Background: an optimization exercise with open tools, aiming at small area, a short achievable clock period and few clock cycles per item. Do not read the settings as production practice. Where RTL was checked, it was by simulation tests only, not by an equivalence proof against the original. Power and IR drop assume default switching activity.

Setup of old:
## modulo_sec
module modulo_sec#(
  parameter SIZE = 16,
  parameter CALCULATION_OUT = 1'b0 )(
  input clk,
  input rst,
  input [(SIZE-1):0] divident,
  input [(SIZE-1):0] divisor,
  input start,
  output done,
  output [(SIZE-1):0] remainder);
  localparam CW = $clog2(SIZE);
  function [CW-1:0] lzc;
    input [SIZE-1:0] v;
    integer i;
    begin
      lzc = SIZE-1;
      for (i = 0; i < SIZE; i = i + 1)
        if (v[i]) lzc = SIZE-1-i;
    end
  endfunction
  function [SIZE:0] sub_bk;
    input [SIZE-1:0] x, y;
    reg [SIZE-1:0] g, p, gn, pn;
    integer i, j, l;
    begin
      for (i = 0; i < SIZE; i = i + 1) begin
        g[i] = ~x[i] & y[i];
        p[i] = ~(x[i] ^ y[i]);
      end
      for (l = 0; (1 << l) < SIZE; l = l + 1) begin
        gn = g; pn = p;
        for (i = 0; i < SIZE; i = i + 1)
          if (((i + 1) % (2 << l)) == 0) begin
            j = i - (1 << l);
            gn[i] = g[i] | (p[i] & g[j]);
            pn[i] = p[i] & p[j];
          end
        g = gn; p = pn;
      end
      for (l = CW - 2; l >= 0; l = l - 1) begin
        gn = g; pn = p;
        for (i = 0; i < SIZE; i = i + 1)
          if (((i + 1) % (2 << l)) == (1 << l) && i > (1 << l)) begin
            j = i - (1 << l);
            gn[i] = g[i] | (p[i] & g[j]);
            pn[i] = p[i] & p[j];
          end
        g = gn; p = pn;
      end
      sub_bk[SIZE] = g[SIZE-1];
      sub_bk[0] = x[0] ^ y[0];
      for (i = 1; i < SIZE; i = i + 1)
        sub_bk[i] = x[i] ^ y[i] ^ g[i-1];
    end
  endfunction
  reg busy;
  reg [SIZE-1:0] rem_reg, div_reg;
  ...
export LEC_CHECK = 0
export CAP_MARGIN = 20
export CORE_MARGIN = 2
export CORE_UTILIZATION = 40
export SLEW_MARGIN = 20
create_clock -name core_clock -period 4.0 [get_ports {clk}]
standard.sh (not shown) runs the stock make flow with config.mk's settings and CLKGATE_MAP_FILE= SYNTH_SCRIPT=/design/flow/synth_recipe.tcl, a recipe that flattens the netlist after the stock synthesis.
==> flow/flow/run.sh <==
#!/bin/bash
# The standard layout, with plain buf_1 cells (not delay cells) as the port buffers.
set -euo pipefail
bash standard.sh BUFFER_PORTS_ARGS="-buffer_cell sky130_fd_sc_hd__buf_1" finish > standard.log 2>&1
[inputs] new vs old
Settings: SETUP_SLACK_MARGIN now 1.0, previously not set; ABC_AREA now 1, previously not set.
[summary]
Number of global-route vias before repair: lower on old. Higher part of the total power dissipated in combinational logic was reported by old, not new. NOTE: area of the placeable core in new falls short of that of old. new vs old, master of the slowest instance on the critical path: sky130_fd_sc_hd__fa_2 vs sky130_fd_sc_hd__fa_1. NOTE: effective utilization at floorplan in new falls short of that of old.
No run of this note included a check of the RTL's function; only the layout flow was run.

========
## build 14
Another version of the RTL of modulo_sec (not shown whole).
Size in the first run: about 450 cells after synthesis, about 38 flip-flops, ~52 I/O pins, about 3300 um^2 of cells after synthesis.
## modulo_sec
module modulo_sec#(
  parameter SIZE = 16,
  parameter CALCULATION_OUT = 1'b0 )(
  input clk,
  input rst,
  input [(SIZE-1):0] divident,
  input [(SIZE-1):0] divisor,
  input start,
  output done,
  output [(SIZE-1):0] remainder);
  localparam CW = $clog2(SIZE);
  function [CW-1:0] lzc;
    input [SIZE-1:0] v;
    integer i;
    begin
      lzc = SIZE-1;
      for (i = 0; i < SIZE; i = i + 1)
        if (v[i]) lzc = SIZE-1-i;
    end
  endfunction
  function [SIZE:0] sub_bk;
    input [SIZE-1:0] x, y;
    reg [SIZE-1:0] g, p, gn, pn;
    integer i, j, l;
    begin
      for (i = 0; i < SIZE; i = i + 1) begin
        g[i] = ~x[i] & y[i];
        p[i] = ~(x[i] ^ y[i]);
      end
      for (l = 0; (1 << l) < SIZE; l = l + 1) begin
        gn = g; pn = p;
        for (i = 0; i < SIZE; i = i + 1)
          if (((i + 1) % (2 << l)) == 0) begin
            j = i - (1 << l);
            gn[i] = g[i] | (p[i] & g[j]);
            pn[i] = p[i] & p[j];
          end
        g = gn; p = pn;
      end
      for (l = CW - 2; l >= 0; l = l - 1) begin
        gn = g; pn = p;
        for (i = 0; i < SIZE; i = i + 1)
          if (((i + 1) % (2 << l)) == (1 << l) && i > (1 << l)) begin
            j = i - (1 << l);
            gn[i] = g[i] | (p[i] & g[j]);
            pn[i] = p[i] & p[j];
          end
        g = gn; p = pn;
      end
      sub_bk[SIZE] = g[SIZE-1];
      sub_bk[0] = x[0] ^ y[0];
      for (i = 1; i < SIZE; i = i + 1)
        sub_bk[i] = x[i] ^ y[i] ^ g[i-1];
    end
  endfunction
  reg busy, align;
  reg [SIZE-1:0] rem_reg, div_reg;
  reg [CW-1:0] cnt;
  assign done = ~busy;
  assign remainder = rem_reg;
  wire [CW-1:0] lz_a = lzc(divident);
  wire [CW-1:0] lz_b = lzc(divisor);
  ...
==> flow/config.mk <==
export PLATFORM = sky130hd
export DESIGN_NAME = modulo_sec
export DESIGN_NICKNAME = modulo_sec
export VERILOG_FILES = /design/flow/design.v
export SDC_FILE = /design/flow/constraint.sdc
export NUM_CORES = 4
export LEC_CHECK = 0
export ABC_AREA = 1
export CAP_MARGIN = 20
export CORE_MARGIN = 2
export CORE_UTILIZATION = 40
export SETUP_SLACK_MARGIN = 1.5
export SLEW_MARGIN = 20
==> flow/constraint.sdc <==
create_clock -name core_clock -period 4.0 [get_ports {clk}]
set_input_delay 0.8000 -clock core_clock [delete_from_list [all_inputs] [get_ports {clk}]]
set_output_delay 0.8000 -clock core_clock [all_outputs]
set_load 0.01 [all_outputs]
Scripts as last shown in full above: flow/flow/run.sh
Build 14: done, clean on timing, DRC and antenna
## Diff of input files: build 54 against build 14
-- flow/config.mk --
<<< build 14, line 10
export CORE_MARGIN = 2
export CORE_UTILIZATION = 40
export SETUP_SLACK_MARGIN = 1.5
export SLEW_MARGIN = 20
>>> build 54, line 10
export CORE_MARGIN = 2
export CORE_UTILIZATION = 40
export SLEW_MARGIN = 20
## What came out
Setup slack after placement: build 14 and build 54 compared, lower one is build 54. Re data required time at the worst endpoint: build 14 and build 54 aren't equal, and the higher value belongs to build 14. In the final design statistics, build 54 uses fewer standard cells in total than build 14. Of the two values seen for slowest cell on the critical path, sky130_fd_sc_hd__nand2_1 was produced by build 54 and sky130_fd_sc_hd__fa_2 by build 14. Maximum fanout count along the critical path: build 54 vs build 14 up 14. Delay of the slowest critical-path stage was lower in the run labelled build 14. From build 14 to build 54 the numbers moved as follows: final worst setup slack shrank by 0.25 ns, number of ordinary inverters in the final layout ~0 delta.
#### Input delta (build 39 over build 54)
-- flow/config.mk --
<<< build 54, line 6
export NUM_CORES = 4
export LEC_CHECK = 0
export ABC_AREA = 1
export CAP_MARGIN = 20
export CORE_MARGIN = 2
>>> build 39, line 6
export NUM_CORES = 4
export LEC_CHECK = 0
export CAP_MARGIN = 20
export CORE_MARGIN = 2
Notes after the runs:
- Build 39 gives more overall routed net length than build 54 did.
- Cmp build 54 and build 39 / part of the total power dissipated in combinational logic / higher: build 39
- A combinational family with the most area after synthesis of compound AO/OA/AOI/OAI gates is what build 39 shows, while simple AND/OR/NAND/NOR gates belongs to build 54.
- Looking at area enclosed by the die boundary across build 54 and build 39, the one that comes out lower is build 54.
- Power sits higher in build 39 than in build 54.
- Non-clock buffer instance count of the final layout (build 39 vs. build 54) increases slightly
- For the maximum ir drop on the vdd rail, build 39 came in 0.098 mV higher than build 54 did.
No functional check of the RTL was part of any run of this note.

========
The RTL this note starts from:
==> flow/design.v <==
module modulo_sec#(
  parameter SIZE = 16,
  parameter CALCULATION_OUT = 1'b0 )(
  input clk,
  input rst,
  input [(SIZE-1):0] divident,
  input [(SIZE-1):0] divisor,
  input start,
  output done,
  output [(SIZE-1):0] remainder);
  localparam CW = 4;   
  function [3:0] lzc;
    input [15:0] v;
    reg [3:0] z;
    reg [1:0] lz0, lz1, lz2, lz3, hi;
    begin
      z[3] = ~|v[15:12]; z[2] = ~|v[11:8]; z[1] = ~|v[7:4]; z[0] = ~|v[3:0];
      lz3 = {~v[15] & ~v[14], ~v[15] & (v[14] | ~v[13])};
      lz2 = {~v[11] & ~v[10], ~v[11] & (v[10] | ~v[9])};
      lz1 = {~v[7] & ~v[6], ~v[7] & (v[6] | ~v[5])};
      lz0 = {~v[3] & ~v[2], ~v[3] & (v[2] | ~v[1])};
      hi = {z[3] & z[2], z[3] & (~z[2] | z[1])};
      case (hi)
        2'd0: lzc = {hi, lz3};
        2'd1: lzc = {hi, lz2};
        2'd2: lzc = {hi, lz1};
        default: lzc = {hi, lz0};
      endcase
    end
  endfunction
  function [SIZE:0] sub_bk;
    input [SIZE-1:0] x, y;
    reg [SIZE-1:0] g, p, gn, pn;
    integer i, j, l;
    begin
      for (i = 0; i < SIZE; i = i + 1) begin
        g[i] = ~x[i] & y[i];
        p[i] = ~(x[i] ^ y[i]);
      end
      for (l = 0; (1 << l) < SIZE; l = l + 1) begin
        gn = g; pn = p;
        for (i = 0; i < SIZE; i = i + 1)
          if (((i + 1) % (2 << l)) == 0) begin
            j = i - (1 << l);
            gn[i] = g[i] | (p[i] & g[j]);
            pn[i] = p[i] & p[j];
          end
        g = gn; p = pn;
      end
      for (l = CW - 2; l >= 0; l = l - 1) begin
        gn = g; pn = p;
        for (i = 0; i < SIZE; i = i + 1)
          if (((i + 1) % (2 << l)) == (1 << l) && i > (1 << l)) begin
            j = i - (1 << l);
            gn[i] = g[i] | (p[i] & g[j]);
            pn[i] = p[i] & p[j];
          end
        g = gn; p = pn;
      end
      sub_bk[SIZE] = g[SIZE-1];
      sub_bk[0] = x[0] ^ y[0];
      for (i = 1; i < SIZE; i = i + 1)
        sub_bk[i] = x[i] ^ y[i] ^ g[i-1];
    end
  endfunction
  reg idle, align;
  reg [SIZE-1:0] rem_reg, div_reg;
  reg [CW-1:0] cnt;
  assign done = idle;
  assign remainder = rem_reg;
  wire [CW-1:0] lz_a = lzc(divident);
  wire [CW-1:0] lz_b = lzc(divisor);
  wire [CW:0] shift = {1'b0, lz_b} - {1'b0, lz_a};
  wire [SIZE:0] diff = sub_bk(rem_reg, div_reg);
  always @(posedge clk) begin
    if (idle) begin
      if (start)
        rem_reg <= divident;
      div_reg <= divisor;
      cnt <= shift[CW-1:0];
      align <= |shift[CW-1:0];
    end else if (align) begin
      div_reg <= div_reg << cnt;
      align <= 1'b0;
    end else begin
      if (~diff[SIZE])
        rem_reg <= diff[SIZE-1:0];
      div_reg <= div_reg >> 1;
      cnt <= cnt - 1'b1;
    end
  end
  always @(posedge clk or posedge rst) begin
    if (rst)
      idle <= 1'b1;
    else if (idle)
      idle <= ~start | shift[CW];
    else if (~align)
      idle <= ~|cnt;
  end
endmodule
clock: 4.0 ns
lec_check: 0
abc_area: 1
cap_margin: 20
core_margin: 2
core_utilization: 65
setup_slack_margin: 1.5
slew_margin: 20
Scripts as last shown in full above: flow/flow/run.sh
Testbench counts at the start, summed over its fixed seeds: cycles 6,344, items 1,280.
Edit:
Settings changed: CORE_UTILIZATION 65 to 40.
Outcome:
- maximum frequency rises by 3.6%
- clock-buffer cell count does not change
- power falls by 1.3%
- non-clock buffer count is unchanged
- first-iteration DRC count falls by 34%
- wire length rises by about 3.5%
- cell count rises by about 6%
- cell area rises by 0.39%

[port drivers added, routing unchanged]
The flow's constraints put no driver on any port. The routed layouts listed below were extracted and timed again, unchanged, in two steps.
Step 1 sets driving cells, clkbuf_16 on the clock port and buf_2 on the other inputs (assumed; they add their load-dependent delay and slew).
Step 2 also shifts input and output timing later by t, the mid clock arrival at the registers, as if the neighbouring blocks saw the same clock.
Slacks: no drivers / after step 1 / after step 2; pairs: no drivers / after step 1.
run	shift t [ns]	slack for setup (ns)	latest minus earliest clock arrival (ns)	slew at the worst register clock pin (ns)	cell pins on the clock port's net
old	0.309	0.550 / 0.557 / 0.248	0.007 / 0.007	0.08 / 0.08	1
new	0.322	0.970 / 0.965 / 0.644	0.005 / 0.005	0.08 / 0.08	1
build 14	0.327	1.404 / 1.381 / 1.054	0.013 / 0.012	0.09 / 0.09	1
build 54	0.324	1.150 / 1.150 / 0.918	0.006 / 0.006	0.08 / 0.08	1
build 39	0.325	1.119 / 1.119 / 1.013	0.009 / 0.009	0.08 / 0.08	1
the first run of note 3	0.323	1.502 / 1.502 / 1.260	0.002 / 0.003	0.08 / 0.08	1
the second run of note 3	0.328	1.588 / 1.595 / 1.268	0.008 / 0.009	0.09 / 0.09	1
After both steps setup and hold are still met in every run listed. For build 14, which loses most, drivers alone change the setup slack by -0.023 ns; drivers and shift together by -0.350 ns.
